Background: an optimization exercise with open tools, aiming at small area. Do not read the settings as production practice. In this exercise RTL edits were held to simulation tests only and were not proved equivalent to the original. Power and IR drop assume default switching activity.

**flow/config.mk**
```make
export PLATFORM = sky130hd
export DESIGN_NAME = adctest
export DESIGN_NICKNAME = adctest
export VERILOG_FILES = /design/flow/design.v
export SDC_FILE = /design/flow/constraint.sdc
export NUM_CORES = 4
export LEC_CHECK = 0
export CAP_MARGIN = 20
export CORE_MARGIN = 2
export CORE_UTILIZATION = 45
export PLACE_DENSITY = 0.6
export SLEW_MARGIN = 20
```
**flow/constraint.sdc**
```tcl
create_clock -name core_clock -period 10.0 [get_ports {clk}]
set_input_delay 2.0000 -clock core_clock [delete_from_list [all_inputs] [get_ports {clk}]]
set_output_delay 2.0000 -clock core_clock [all_outputs]
set_load 0.01 [all_outputs]
```
**flow/design.v**
```verilog
module adctest
(
	input         clk,
	input         reset,
	input         scandouble,
	input  [23:0] adc_value,
	input         range,
	output reg    ce_pix,
	output reg    HBlank,
	output reg    HSync,
	output reg    VBlank,
	output reg    VSync,
	output reg [7:0] video_r,
	output reg [7:0] video_g,
	output reg [7:0] video_b
);
reg   [9:0] hc;
reg   [9:0] vc;
reg [12*256-1:0] adc_sr_l;						 
reg [12*256-1:0] adc_sr_r;
wire [11:0] adc_val_l_0   = adc_sr_l[11:0];
wire [11:0] adc_val_l_1   = adc_sr_l[23:12];
wire [11:0] adc_val_l_255 = adc_sr_l[12*255 +: 12];
wire [11:0] adc_val_r_0   = adc_sr_r[11:0];
wire [11:0] adc_val_r_1   = adc_sr_r[23:12];
wire [11:0] adc_val_r_255 = adc_sr_r[12*255 +: 12];
reg [20:0] adc_total_l;
reg [20:0] adc_total_r;
reg [11:0] adc_avg_l;
reg [11:0] adc_avg_r;
localparam [8:0] left_edge_3v3 = 9'd159;
localparam [8:0] limit_3v3 = 9'd208;
localparam [8:0] pervolt_3v3 = 9'd63;
reg [8:0] start_l_3v3;
reg [8:0] end_l_3v3;
reg [8:0] start_r_3v3;
reg [8:0] end_r_3v3;
localparam [8:0] left_edge_audio = 9'd106;
localparam [8:0] red_zone_l_audio = 9'd152;
localparam [8:0] red_zone_r_audio = 9'd378;
localparam [8:0] limit_audio = 9'd318;
localparam [8:0] half_limit_audio = 9'd159;
reg [9:0] start_l_line;
reg [9:0] end_l_line;
reg [9:0] start_r_line;
reg [9:0] end_r_line;
reg[8:0] left_edge;
reg[8:0] limit;
always @(posedge clk) begin
	if(reset) ce_pix <= 0;
	else if(scandouble) ce_pix <= 1;
		else ce_pix <= ~ce_pix;
	if(reset) begin
		hc <= 0;
		vc <= 0;
		adc_sr_l <= 0;
		adc_sr_r <= 0;
		adc_total_l <= 0;
		adc_total_r <= 0;
		adc_avg_l <= 0;
		adc_avg_r <= 0;
	end
	else if(ce_pix) begin
		if(hc == 637) begin									 
			adc_total_l  <= adc_total_l - adc_val_l_255 + adc_value[11:0];
			adc_total_r  <= adc_total_r - adc_val_r_255 + adc_value[23:12];
			adc_sr_l <= {adc_sr_l[12*255-1:0], adc_value[11:0]};
			adc_sr_r <= {adc_sr_r[12*255-1:0], adc_value[23:12]};
			hc <= 0;
			if(vc == (scandouble ? 523 : 261)) begin
				vc <= 0;
				adc_avg_l <= adc_total_l[19:8];			 
				adc_avg_r <= adc_total_r[19:8];			 
			end
			else begin
				vc <= vc + 1'd1;
			end
		end
		else begin
			hc <= hc + 1'd1;
		end
	end
end
always @(posedge clk) begin
	if (reset) begin
		HBlank <= 0;
		HSync <= 0;
		VBlank <= 0;
		VSync <= 0;
		video_r <= 0;
		video_g <= 0;
		video_b <= 0;
		left_edge <= 0;
		limit <= 0;
		start_l_3v3 <= 0;
		end_l_3v3 <= 0;
		start_r_3v3 <= 0;
		end_r_3v3 <= 0;
		start_l_line <= 0;
		end_l_line <= 0;
		start_r_line <= 0;
		end_r_line <= 0;
	end
	else begin
	if (hc == 529)
		HBlank <= 1;
	else if (hc == 0)
		HBlank <= 0;
	if (hc == 544) begin
		HSync <= 1;
		if(vc == (scandouble ? 490 : 245)) VSync <= 1;
			else if (vc == (scandouble ? 496 : 248)) VSync <= 0;
		if(vc == (scandouble ? 480 : 240)) VBlank <= 1;
			else if (vc == 0) VBlank <= 0;
	end
	video_r <= 0;
	video_g <= 0;
	video_b <= 0;
	if (hc == 2) begin								 
		if (range == 0) begin
			limit			<= limit_3v3;
			left_edge	<= left_edge_3v3;
		end else begin
			limit			<= limit_audio;
			left_edge	<= left_edge_audio;
		end
	end
	if (hc == 3) begin								 
		start_l_3v3 <= adc_val_l_0[11:4] + left_edge_3v3;
		end_l_3v3   <= adc_val_l_1[11:4] + left_edge_3v3;
	   start_r_3v3 <= adc_val_r_0[11:4] + left_edge_3v3;
		end_r_3v3   <= adc_val_r_1[11:4] + left_edge_3v3;
		if (adc_val_l_0 > adc_avg_l) begin
			if (adc_val_l_0[11:2] - adc_avg_l[11:2] > half_limit_audio)
				start_l_line <= limit_audio + left_edge_audio;
			else
				start_l_line <= left_edge_audio + adc_val_l_0[11:2] - adc_avg_l[11:2] + half_limit_audio;
		end else begin
			if (adc_avg_l[11:2] - adc_val_l_0[11:2] > half_limit_audio)
				start_l_line <= left_edge_audio;
			else
				start_l_line <= left_edge_audio + adc_val_l_0[11:2] - adc_avg_l[11:2] + half_limit_audio;
		end
		if (adc_val_l_1 > adc_avg_l) begin
			if (adc_val_l_1[11:2] - adc_avg_l[11:2] > half_limit_audio)
				end_l_line <= limit_audio + left_edge_audio;
			else
				end_l_line <= left_edge_audio + adc_val_l_1[11:2] - adc_avg_l[11:2] + half_limit_audio;
		end else begin
			if (adc_avg_l[11:2] - adc_val_l_1[11:2] > half_limit_audio)
				end_l_line <= left_edge_audio;
			else
				end_l_line <= left_edge_audio + adc_val_l_1[11:2] - adc_avg_l[11:2] + half_limit_audio;
		end
		if (adc_val_r_0 > adc_avg_r) begin
			if (adc_val_r_0[11:2] - adc_avg_r[11:2] > half_limit_audio)
				start_r_line <= limit_audio + left_edge_audio;
			else
				start_r_line <= left_edge_audio + adc_val_r_0[11:2] - adc_avg_r[11:2] + half_limit_audio;
		end else begin
			if (adc_avg_r[11:2] - adc_val_r_0[11:2] > half_limit_audio)
				start_r_line <= left_edge_audio;
			else
				start_r_line <= left_edge_audio + adc_val_r_0[11:2] - adc_avg_r[11:2] + half_limit_audio;
		end
		if (adc_val_r_1 > adc_avg_r) begin
			if (adc_val_r_1[11:2] - adc_avg_r[11:2] > half_limit_audio)
				end_r_line <= limit_audio + left_edge_audio;
			else
				end_r_line <= left_edge_audio + adc_val_r_1[11:2] - adc_avg_r[11:2] + half_limit_audio;
		end else begin
			if (adc_avg_r[11:2] - adc_val_r_1[11:2] > half_limit_audio)
				end_r_line <= left_edge_audio;
			else
				end_r_line <= left_edge_audio + adc_val_r_1[11:2] - adc_avg_r[11:2] + half_limit_audio;
		end
	end
	if (hc == 4) begin						 
		if (start_l_3v3 > (left_edge_3v3 + limit_3v3))
		   start_l_3v3 <= (left_edge_3v3 + limit_3v3);
		if (end_l_3v3 > (left_edge_3v3 + limit_3v3))
		   end_l_3v3 <= (left_edge_3v3 + limit_3v3);
		if (start_r_3v3 > (left_edge_3v3 + limit_3v3))
		   start_r_3v3 <= (left_edge_3v3 + limit_3v3);
		if (end_r_3v3 > (left_edge_3v3 + limit_3v3))
		   end_r_3v3 <= (left_edge_3v3 + limit_3v3);		
	end
	if (hc == 5) begin						 
		if (start_l_3v3 > end_l_3v3) begin
			start_l_3v3 <= end_l_3v3;
			end_l_3v3   <= start_l_3v3;
		end
		if (start_r_3v3 > end_r_3v3) begin
			start_r_3v3 <= end_r_3v3;
			end_r_3v3   <= start_r_3v3;
		end
		if (start_l_line > end_l_line) begin
			end_l_line		<= start_l_line;
			start_l_line	<= end_l_line;
		end
		if (start_r_line > end_r_line) begin
			end_r_line		<= start_r_line;
			start_r_line	<= end_r_line;
		end
	end
	if (range == 0) begin				 
		if ((hc == left_edge_3v3 + pervolt_3v3) ||
			 (hc == left_edge_3v3 + (pervolt_3v3 << 1)) ||
			 (hc == left_edge_3v3 + (pervolt_3v3 << 1) + pervolt_3v3))							 
		begin
			video_r <= 8'h00;
			video_g <= 8'h3F;
			video_b <= 8'h00;
		end
		if (vc & 2) begin
			if ((hc == left_edge_3v3 + (pervolt_3v3 >> 1)) ||
			    (hc == left_edge_3v3 + pervolt_3v3 + (pervolt_3v3 >> 1)) ||
				 (hc == left_edge_3v3 + (pervolt_3v3 << 1) + (pervolt_3v3 >> 1)) )			 
			begin
				video_r <= 8'h00;
				video_g <= 8'h1F;
				video_b <= 8'h00;
			end
		end
		if (hc == (left_edge_3v3 + adc_avg_l[11:4])) begin											 
			video_r <= 8'h4F;
			video_g <= 8'h4F;
			video_b <= 8'h4F;
		end
		if (hc == (left_edge_3v3 + adc_avg_r[11:4])) begin											 
			video_r <= 8'h7F;
			video_g <= 8'h00;
			video_b <= 8'h00;
		end
		if ((hc >= start_l_3v3) && (hc <= end_l_3v3)) begin										 
			video_r <= 8'hBF;
			video_g <= 8'hBF;
			video_b <= 8'hBF;
		end
		if ((hc >= start_r_3v3) && (hc <= end_r_3v3)) begin										 
			video_r <= 8'hFF;
			video_g <= 8'h00;
			video_b <= 8'h00;
		end
	end
	else begin								 
		if ((vc & 2) && (hc == left_edge + (limit >> 1)) ) begin									 
			video_r <= 8'h00;
			video_g <= 8'h3F;
			video_b <= 8'h00;
		end
		if ((hc >= left_edge_audio) && (hc <= red_zone_l_audio)) begin							 
			video_r <= 8'h1F;
			video_g <= 8'h00;
			video_b <= 8'h00;
		end
		if ((hc >= red_zone_r_audio) && (hc <= (left_edge_audio + limit_audio))) begin	 
			video_r <= 8'h1F;
			video_g <= 8'h00;
			video_b <= 8'h00;
		end
		if ((hc >= start_l_line) && (hc <= end_l_line))														 
		begin
			video_r <= 8'hBF;
			video_g <= 8'hBF;
			video_b <= 8'hBF;
		end
		if ((hc >= start_r_line) && (hc <= end_r_line))														 
		begin
			video_r <= 8'hFF;
			video_g <= 8'h00;
			video_b <= 8'h00;
		end
	end
	if (hc == left_edge) begin				 
		video_r <= 8'hFF;
		video_g <= 8'hFF;
		video_b <= 8'h00;
	end
	if (hc == left_edge + limit) begin	 
		video_r <= 8'hFF;
		video_g <= 8'hFF;
		video_b <= 8'h00;
	end
	if (hc == 590) HSync <= 0;
	end
end
endmodule
```
**flow/run.sh**
```bash
#!/bin/bash
# synth_recipe.tcl (not shown) runs the flow's synth.tcl, then flattens the netlist and writes it again
# the make line also repeats each setting of config.mk as NAME=value (left out here)
make -C /OpenROAD-flow-scripts/flow DESIGN_CONFIG=/design/flow/config.mk WORK_HOME=/design/flow/orfs CLKGATE_MAP_FILE= SYNTH_SCRIPT=/design/flow/synth_recipe.tcl finish
```
==> results of run 1 <==
[layout by cell type (no fill, tap or decap), drive strengths merged, types with 20 or more instances in the layout]
master / instances
nand2: 12500
a21oi: 6347
dfxtp: 6325
clkbuf: 972
inv: 362
ha: 302
nor2: 170
buf: 169
clkinv: 129
xnor2: 93
o21ai: 89
nor3: 80
a211oi: 68
fa: 64
nand3: 62
clkdlybuf4s50: 55
xor2: 54
a21o: 51
o211ai: 40
nand4: 39
bufinv: 37
nor2b: 31
nand2b: 30
a31oi: 27
or3: 24
o21a: 20
[synth_stat cells (20+ instances only)]
master and number:
nor3_1 80, inv_1 325, nor2b_1 31, a31oi_1 27, clkbuf_1 1576, o21ai_1 30, fa_1 64, nand3_1 61
o21a_1 20, xor2_1 54, or3_1 24, nor2_1 170, nand2_1 12500, o211ai_1 40, buf_1 83, a21o_1 51
a211oi_1 68, dfxtp_1 6325, nand2b_1 30, o21ai_0 59, xnor2_1 93, a21oi_1 6346, buf_2 492, ha_1 302
nand4_1 39
[logic make-up after synthesis]
kind of cell               Yosys count  synth area share
adders and majority gates          366            0.0222
DFF                               6325             0.555
AOI/OAI and AO/OA                 6823             0.155
muxes                               11          0.000504
buffers and inverters             2503            0.0441
and+or+nand+nor                  13100             0.218
xor gates and xnor gates           147           0.00564
[worst max path at each step]
| stage | from | endpoint | slack, ps | cells after the start |
|---|---|---|---|---|
| final | adc_value[13] | adc_total_r[16]$_SDFFE_PP0P_ | 5270 | 13 |
| after CTS | adc_value[13] | adc_total_r[16]$_SDFFE_PP0P_ | 5310 | 13 |
| after floorplan | adc_value[1] | adc_total_l[18]$_SDFFE_PP0P_ | 5180 | 12 |
| after global routing | adc_value[13] | adc_total_r[16]$_SDFFE_PP0P_ | 5060 | 13 |
| after global placement | adc_value[13] | adc_total_r[16]$_SDFFE_PP0P_ | 4100 | 13 |
| after detailed placement | adc_value[13] | adc_total_r[16]$_SDFFE_PP0P_ | 4150 | 13 |
[worst reg2reg max path, cell delays in order, from the launching register on]
cell	delay [ps]
dfxtp_1	650
and3_1	300
and3_1	330
and4_4	900
buf_12	480
buf_12	970
nand2_1	450
a21oi_1	210
[power groups by stage]
stage	combinational (W)	sequential (W)	clock, W
final	0.000753	0.0252	0.0244
after global routing	0.000832	0.0252	0.0262
after CTS	0.000759	0.0252	0.0252
after detailed placement	0.000757	0.0258	0
after global placement	0.000758	0.0258	0
after floorplan	0.000551	0.0258	0
[sequential cells by signal (all words and copies together), names as in the netlist, 3 cells and up]
signal        flops
end_r_line       10
start_l_3v3       9
adc_total_l      20
video_b           3
video_g           5
start_r_3v3       9
end_l_3v3         9
adc_total_r      20
adc_sr_r       3072
end_l_line       10
vc               10
video_r           5
adc_avg_r        12
adc_sr_l       3072
hc               10
start_r_line     10
adc_avg_l        12
end_r_3v3         9
start_l_line     10
left_edge         3
[final cells by class]
type / instances / area [um2] / share of cell area
antenna: 1 / 2.50 / 0.00000990
multi-input combinational: 20400 / 91600 / 0.363
clock buffer: 972 / 19300 / 0.0762
inverter: 337 / 1270 / 0.00502
sequential: 6325 / 127000 / 0.501
timing repair buffer: 224 / 2850 / 0.0113
tap: 6706 / 8390 / 0.0332
clock inverter: 201 / 2690 / 0.0107
[metrics by stage]
| step | total power [W] | cells | util | instance area (um2) |
|---|---|---|---|---|
| after floorplan | 0.0263 | 29200 | - | 228000 |
| after global placement | 0.0265 | 34000 | 0.457 | 231000 |
| after detailed placement | 0.0265 | 34000 | 0.457 | 231000 |
| after CTS | 0.0512 | 35200 | 0.500 | 253000 |
| after global routing | 0.0522 | 35200 | 0.500 | 253000 |
| final | 0.0503 | 35200 | 0.500 | 253000 |
[metal layers]
layer,GRT usage,vias up
met2,0.269,1790
met3,0.0229,694
met1,0.211,80600
met5,0,-
met4,0.0430,0
li1,-,91500
==> results.txt, run 1 <==
vias in the first global route=161000; largest stage delay on the critical path=700 ps; largest net degree at the start of global routing=253; CP delay by family, top=compound AO/OA/AOI/OAI gates; Slew HR=0.177; Wirelength per Cell=12.1 um; nets=28300; Die Y=716 um; # fillers=48400; reg-to-reg critical path endpoint=adc_sr_l[1457]$_SDFFE_PP0P_; maximum VDD drop=0.000180 V; initial antenna violation count=2; Yosys reg bits=6325; 1st-pass router iterations=6; worst r2r path cells=7; post-synthesis sequential area ratio=0.555; metal2 WL=190000 um; Place WS=4150 ps; detailed placement HPWL=223000 um; CP Capture Type=flip-flop; Int Pwr=0.0397 W; switch share=0.211; ranking of synthesized cells by area=dfxtp_1 (55%), nand2_1 (21%), a21oi_1 (14%), clkbuf_1 (2.6%), ha_1 (1.7%); Synth Cell Area=228000 um2; final hold slack=415 ps; number of distinct library cells after synthesis=87; All-Layer GR Usage=0.159; WS Path Type=input pin to flip-flop; vias per cell=4.96; setup TNS=0 ps; Synth top area share=0.555; fmax=0.211 GHz; Mapped Nets=29600; crit-path cells=clkdlybuf4s50_1, inv_1, fa_1, fa_1, nand2b_1, a21oi_1, o221ai_1, o21ai_1, a211oi_1, o31ai_1, xnor2_1, nand2_1, a21oi_1; hold path depth=2; syn avg cell area=7.81 um2; # setup viols final=0; Psw=0.0106 W; CTS sink cnt=6325; Comb pwr share=0.015; PD cells=199 nW/um2; final WL=425000 um; Die W=716 um; synth warn=1; CTS buffer count=651; CTS root buffer=clkbuf_16; Ports=57; Routability Congestion=0.828; Required @ worst endpoint=10980 ps; std cell rows=261; port bufs=56; worst-margin pin slew=1230 ps; Initial DRC Count=12600; H-tree levels=6; fin crit share=0.473; grt ovf=0; routed wl met3=14800 um; Hold Startpoint=adc_sr_l[1601]$_SDFFE_PP0P_; Hold Crit Endpoint=adc_sr_l[1613]$_SDFFE_PP0P_; RSZ-0062 raised after global routing=no; Cells after Synth=29200; slowest CP cell=clkdlybuf4s50_1; endpoints failing hold=0; met1 WL=209000 um; status=complete, no violations; via count=175000; Layout area overhead=10.7%; Clock Skew=57.6 ps; Hold/Removal Path Class=flip-flop to flip-flop; sequential share of power=0.501; largest area contributor in the netlist=dfxtp_1; post-CTS resize count=0; Starting Density=0.452; leakage=80.9 nW; crit path DAT=5710 ps; startpoint types=input pin; Max Used Layer=met4; Bufs on Longest Clock Path=4; Setup Fix Bufs, Post-CTS=0; Total Die Area=513000 um2; worst r2r src=ce_pix$_SDFF_PP0_; Synth Flop Type=dfxtp_1; flop-to-flop setup slack=5600 ps; hold_buf cts=0; DRT antenna net count=0; Core Region=505000 um2; DRC Markers=0; CP Buf/Inv Count=2; CTS tree=done; Max Cap Viol=0; final worst-path setup slack=5270 ps; Post-synth EDFFs=0; layout cell share with drive strength beyond 1=0.0431; ys async rst share=0; Worst-Skew Late Latency=1070 ps; CP max FO=3; Slew Limit Fails=0; clock share of power=0.484; clk slew on worst S/H paths=60 ps; first-pass GRT wire length=738000 um; post-layout min period=4730 ps
==> run 2: changes to the inputs <==
--- a/flow/design.v
+++ b/flow/design.v
@@ -16,16 +16,12 @@
 );
 reg   [9:0] hc;
 reg   [9:0] vc;
-reg [12*256-1:0] adc_sr_l;						 
-reg [12*256-1:0] adc_sr_r;
-wire [11:0] adc_val_l_0   = adc_sr_l[11:0];
-wire [11:0] adc_val_l_1   = adc_sr_l[23:12];
-wire [11:0] adc_val_l_255 = adc_sr_l[12*255 +: 12];
-wire [11:0] adc_val_r_0   = adc_sr_r[11:0];
-wire [11:0] adc_val_r_1   = adc_sr_r[23:12];
-wire [11:0] adc_val_r_255 = adc_sr_r[12*255 +: 12];
-reg [20:0] adc_total_l;
-reg [20:0] adc_total_r;
+reg [11:0] adc_val_l_0;
+reg [11:0] adc_val_l_1;
+reg [11:0] adc_val_r_0;
+reg [11:0] adc_val_r_1;
+reg [19:0] adc_total_l;
+reg [19:0] adc_total_r;
 reg [11:0] adc_avg_l;
 reg [11:0] adc_avg_r;
 localparam [8:0] left_edge_3v3 = 9'd159;
@@ -53,19 +49,26 @@
 	if(reset) begin
 		hc <= 0;
 		vc <= 0;
-		adc_sr_l <= 0;
-		adc_sr_r <= 0;
-		adc_total_l <= 0;
-		adc_total_r <= 0;
+		adc_val_l_0 <= 0;
+		adc_val_l_1 <= 0;
+		adc_val_r_0 <= 0;
+		adc_val_r_1 <= 0;
 		adc_avg_l <= 0;
 		adc_avg_r <= 0;
 	end
 	else if(ce_pix) begin
 		if(hc == 637) begin									 
-			adc_total_l  <= adc_total_l - adc_val_l_255 + adc_value[11:0];
-			adc_total_r  <= adc_total_r - adc_val_r_255 + adc_value[23:12];
-			adc_sr_l <= {adc_sr_l[12*255-1:0], adc_value[11:0]};
-			adc_sr_r <= {adc_sr_r[12*255-1:0], adc_value[23:12]};
+			if(vc == 5 || vc == 267) begin
+				adc_total_l <= adc_value[11:0];
+				adc_total_r <= adc_value[23:12];
+			end else begin
+				adc_total_l <= adc_total_l + adc_value[11:0];
+				adc_total_r <= adc_total_r + adc_value[23:12];
+			end
+			adc_val_l_0 <= adc_value[11:0];
+			adc_val_l_1 <= adc_val_l_0;
+			adc_val_r_0 <= adc_value[23:12];
+			adc_val_r_1 <= adc_val_r_0;
 			hc <= 0;
 			if(vc == (scandouble ? 523 : 261)) begin
 				vc <= 0;
==> run 2 against run 1 <==
  * Critical path depth is 1 lower
  * Critical endpoint is now adc_total_r[16]$_SDFFCE_PP0P_
  * Die area is 91% lower
  * Utilization is 0.23 points lower
  * First-iteration DRC count is 90% lower
  * Largest cell class is now multi-input combinational cells
  * Wire length is 86% lower
  * Sequential share of layout area is 28 points lower
  * Synthesized cell count is 91% lower
  * Clock power is 96% lower
  * Still clean on timing, DRC and antenna
  * Total power is 95% lower
  * Sequential power is 96% lower
==> results.txt, run 2 <==
status=complete, no violations; layout cell share with drive strength beyond 1=0.0428 (-0.000309); PD cells=104 nW/um2 (-48%); post-layout min period=4560 ps (-168 ps); vias per cell=5.76 (+16%); port bufs=56 (unchanged); GRT met2 Usage=0.388 (+0.119); 1st-pass router iterations=7 (+1); detailed placement HPWL=44300 um (-80%); startpoint types=input pin; first-pass GRT wire length=94100 um (-87%); Largest regs=adc_total_l (20), adc_total_r (20); Psw=0.000619 W (-94%); DRT antenna net count=0 (unchanged); largest net degree at the start of global routing=76 (-70%); ys async rst share=0 (unchanged); CTS root buffer=clkbuf_16; Layout area overhead=9.50%; Comb pwr share=0.138 (+0.123); final WL=58600 um (-86%); top post-synthesis cells by count=ha_1 (287), nand2_1 (273), inv_1 (227), a21oi_1 (222), nor2_1 (198); worst-margin pin slew=1090 ps (-146 ps); Wirelength per Cell=18.5 um (+53%); maximum VDD drop=0.000115 V (-36%); Max Cap Viol=0 (unchanged); CP Capture Type=flip-flop; via count=18300 (-90%); most numerous cell in the Yosys netlist=ha_1; Slew HR=0.268 (+0.0915); GR Util met3=0.0410 (+0.0181); fin crit share=0.456 (-0.0168); switch share=0.264 (+0.0531); fin util=0.498 (-0.00229); slowest CP cell=clkdlybuf4s50_1; crit path launch=adc_value[12]; Most Crowded Layer GR=met2; H-tree levels=1 (-5); Cells after Synth=2562 (-91%); All-Layer GR Usage=0.245 (+0.0862); worst r2r path cells=8 (+1); Int Pwr=0.00173 W (-96%); worst r2r src=hc[8]$_SDFFE_PP0P_; largest area contributor in the netlist=dfxtp_1; Synth Cell Area=20500 um2 (-91%); WS Path Type=input pin to flip-flop; crit-path cells=clkdlybuf4s50_1, ha_1, inv_1, fa_1, nor2b_1, o21ai_0, a21boi_0, o211ai_1, a31oi_1, nand3_1, xor2_1, nor2_1; Bufs on Longest Clock Path=3 (-1); # setup viols final=0 (unchanged); RSZ-0062 raised after global routing=no; post-CTS resize count=0 (unchanged); leakage=8.97 nW (-89%); clk slew on worst S/H paths=60 ps (about the same); largest stage delay on the critical path=510 ps (-190 ps); CP Buf/Inv Count=2 (unchanged); ranking of synthesized cells by area=dfxtp_1 (18%), ha_1 (17%), edfxtp_1 (5.8%), a21oi_1 (5.4%), nand2_1 (5.0%); Hold Crit Endpoint=adc_val_l_1[0]$_SDFFE_PP0P_; met1 layer usage reported by global route=0.351 (+0.140); flop-to-flop setup slack=6040 ps (+440 ps); nets=2906 (-90%); CP delay by family, top=compound AO/OA/AOI/OAI gates; endpoints failing hold=0 (unchanged); Clock Skew=12.7 ps (-44.9 ps); CP Depth=12 (-1); Post-synth EDFFs=40 (+40); crit path DAT=4870 ps (-840 ps); Required @ worst endpoint=10300 ps (-680 ps); Ports=57 (unchanged); std cell rows=78 (-70%); Hold/Removal Path Class=flip-flop to flip-flop; commonest non-fill, non-tap cell in the layout=ha_1; Yosys reg bits=229 (-96%); post-synthesis sequential area ratio=0.243 (-0.312); Die W=218 um (-70%); Routability Congestion=0.907 (+9.5%); Setup Fix Bufs, Post-CTS=0 (unchanged); Synth Flop Type=dfxtp_1; Slew Limit Fails=0 (unchanged); CTS tree=done; Worst-Skew Late Latency=570 ps (-500 ps); hold path depth=2 (unchanged); setup TNS=0 ps (unchanged); clock share of power=0.444 (-0.040); CP max FO=4 (+1); hold_buf cts=0 (unchanged); CTS buffer count=29 (-96%); Mapped Nets=2919 (-90%); # diodes=0 (-1); sequential share of power=0.418 (-0.083); Hold Startpoint=adc_val_l_1[0]$_SDFFE_PP0P_; grt ovf=0 (unchanged); CTS sink cnt=229 (-96%); vias in the first global route=17500 (-89%); Synth top area share=0.184 (-0.370); fmax=0.219 GHz (+3.7%); initial antenna violation count=0 (-2); Total Die Area=47400 um2 (-91%); Initial DRC Count=1282 (-90%); Starting Density=0.455 (+0.00282); Core Region=45200 um2 (-91%); reg-to-reg critical path endpoint=start_r_line[5]$_SDFF_PP0_; syn avg cell area=8.02 um2 (+2.7%); Die Y=218 um (-70%); synth warn=1 (unchanged); most frequent cells in the layout=ha_1 (287), nand2_1 (272), inv_1 (227), a21oi_1 (222), nor2_1 (197); number of distinct library cells after synthesis=84 (-3.4%); DRC Markers=0 (unchanged)
-- run 2: cell count changes in the layout (fill, tap and decap cells not counted), sizes merged, moves of 25 or more --
cell and change:
edfxtp +40, a21oi -6125, o211ai -25, clkinv -123
dfxtp -6136, clkbuf -930, buf -147, nand2 -12300
nor2 +28, bufinv -35, inv -134
-- run 2: kinds of logic after synthesis --
family | Yosys count | synth area share
simple gates | 807 | 0.187
buf+inv | 350 | 0.0666
xor+xnor | 157 | 0.0669
fa+ha+maj | 329 | 0.216
mux | 23 | 0.0114
compound gates | 667 | 0.210
flops | 229 | 0.243
-- run 2: worst max-delay path by stage --
stage               slack [ps]                             to
floorplan                 5110       adc_total_l[0]$_DFFE_PP_
global placement          5000  adc_total_r[16]$_SDFFCE_PP0P_
detailed placement        4900  adc_total_r[16]$_SDFFCE_PP0P_
CTS                       5500  adc_total_r[16]$_SDFFCE_PP0P_
global route              5190  adc_total_r[19]$_SDFFCE_PP0P_
finish                    5440  adc_total_r[16]$_SDFFCE_PP0P_
-- run 2: power groups by stage --
stage | clock [W] | combinational (W) | sequential, W
after floorplan | 0 | 0.000218 | 0.000999
after global routing | 0.00110 | 0.000361 | 0.000984
after CTS | 0.00106 | 0.000323 | 0.000982
after detailed placement | 0 | 0.000322 | 0.00100
final | 0.00104 | 0.000323 | 0.000982
after global placement | 0 | 0.000313 | 0.00100
-- run 2: stage by stage --
step / power (W) / hold slack, ps / area, um2 / setup WS [ps] / cells
6_report: 0.00235 / 452 / 22500 / 5440 / 3168
2_1_floorplan: 0.00122 / 432 / 20500 / 5110 / 2562
4_1_cts: 0.00237 / 457 / 22500 / 5500 / 3168
3_5_place_dp: 0.00132 / 449 / 21600 / 4900 / 3118
5_1_grt: 0.00244 / 468 / 22500 / 5190 / 3168
3_3_place_gp: 0.00131 / 446 / 21600 / 5000 / 3118
-- run 2: area by class of cell --
type / count / area, um2
Inverter: 229 / 860
Timing Repair Buffer: 77 / 719
Clock buffer: 42 / 835
Clock inverter: 8 / 100
Multi-Input combinational cell: 1983 / 14300
Sequential cell: 229 / 4980
Tap cell: 600 / 751
Fill cell: 4435 / 22700
-- run 2: worst register-to-register path: stages (launching register included) --
cell and delay [ps]:
dfxtp_1 620, nor4_1 560, nand4_1 650, a31oi_1 440, o31a_1 830, nand3_1 270
o21ai_0 180, nor3_1 80, a311oi_1 240
-- run 2: routing by layer --
| layer | routed length (um) | vias up |
|---|---|---|
| met1 | 28000 | 8683 |
| met2 | 25700 | 502 |
| met5 | 0 | - |
| met3 | 3990 | 64 |
| li1 | - | 9014 |
| met4 | 927 | 0 |

separate check: timing with driven ports:
In the flow no input, the clock included, has a driving cell. The finished layouts below were timed again as built, in two steps.
Step 1: set_driving_cell puts a clkbuf_16 on clk and a buf_2 on each other input, an assumption about the parent block.
Step 2 times the ports against the registers' clock, not the clock port: input delays grow and output delays shrink by t, the midpoint of the rising clock arrivals with the driver on.
a / b / c = no drivers / after step 1 / after step 2; a / b = the first two.
| run | shift t [ns] | setup WS [ns] | worst register clock-pin slew, ns |
|---|---|---|---|
| run 1 | 1.162 | 5.268 / 5.306 / 4.144 | 0.07 / 0.07 |
| run 2 | 0.625 | 5.436 / 5.468 / 4.844 | 0.06 / 0.06 |
After both steps setup and hold are still met in every run listed. For run 1, which loses most, drivers alone change the setup slack by +0.038 ns; drivers and shift together by -1.124 ns.
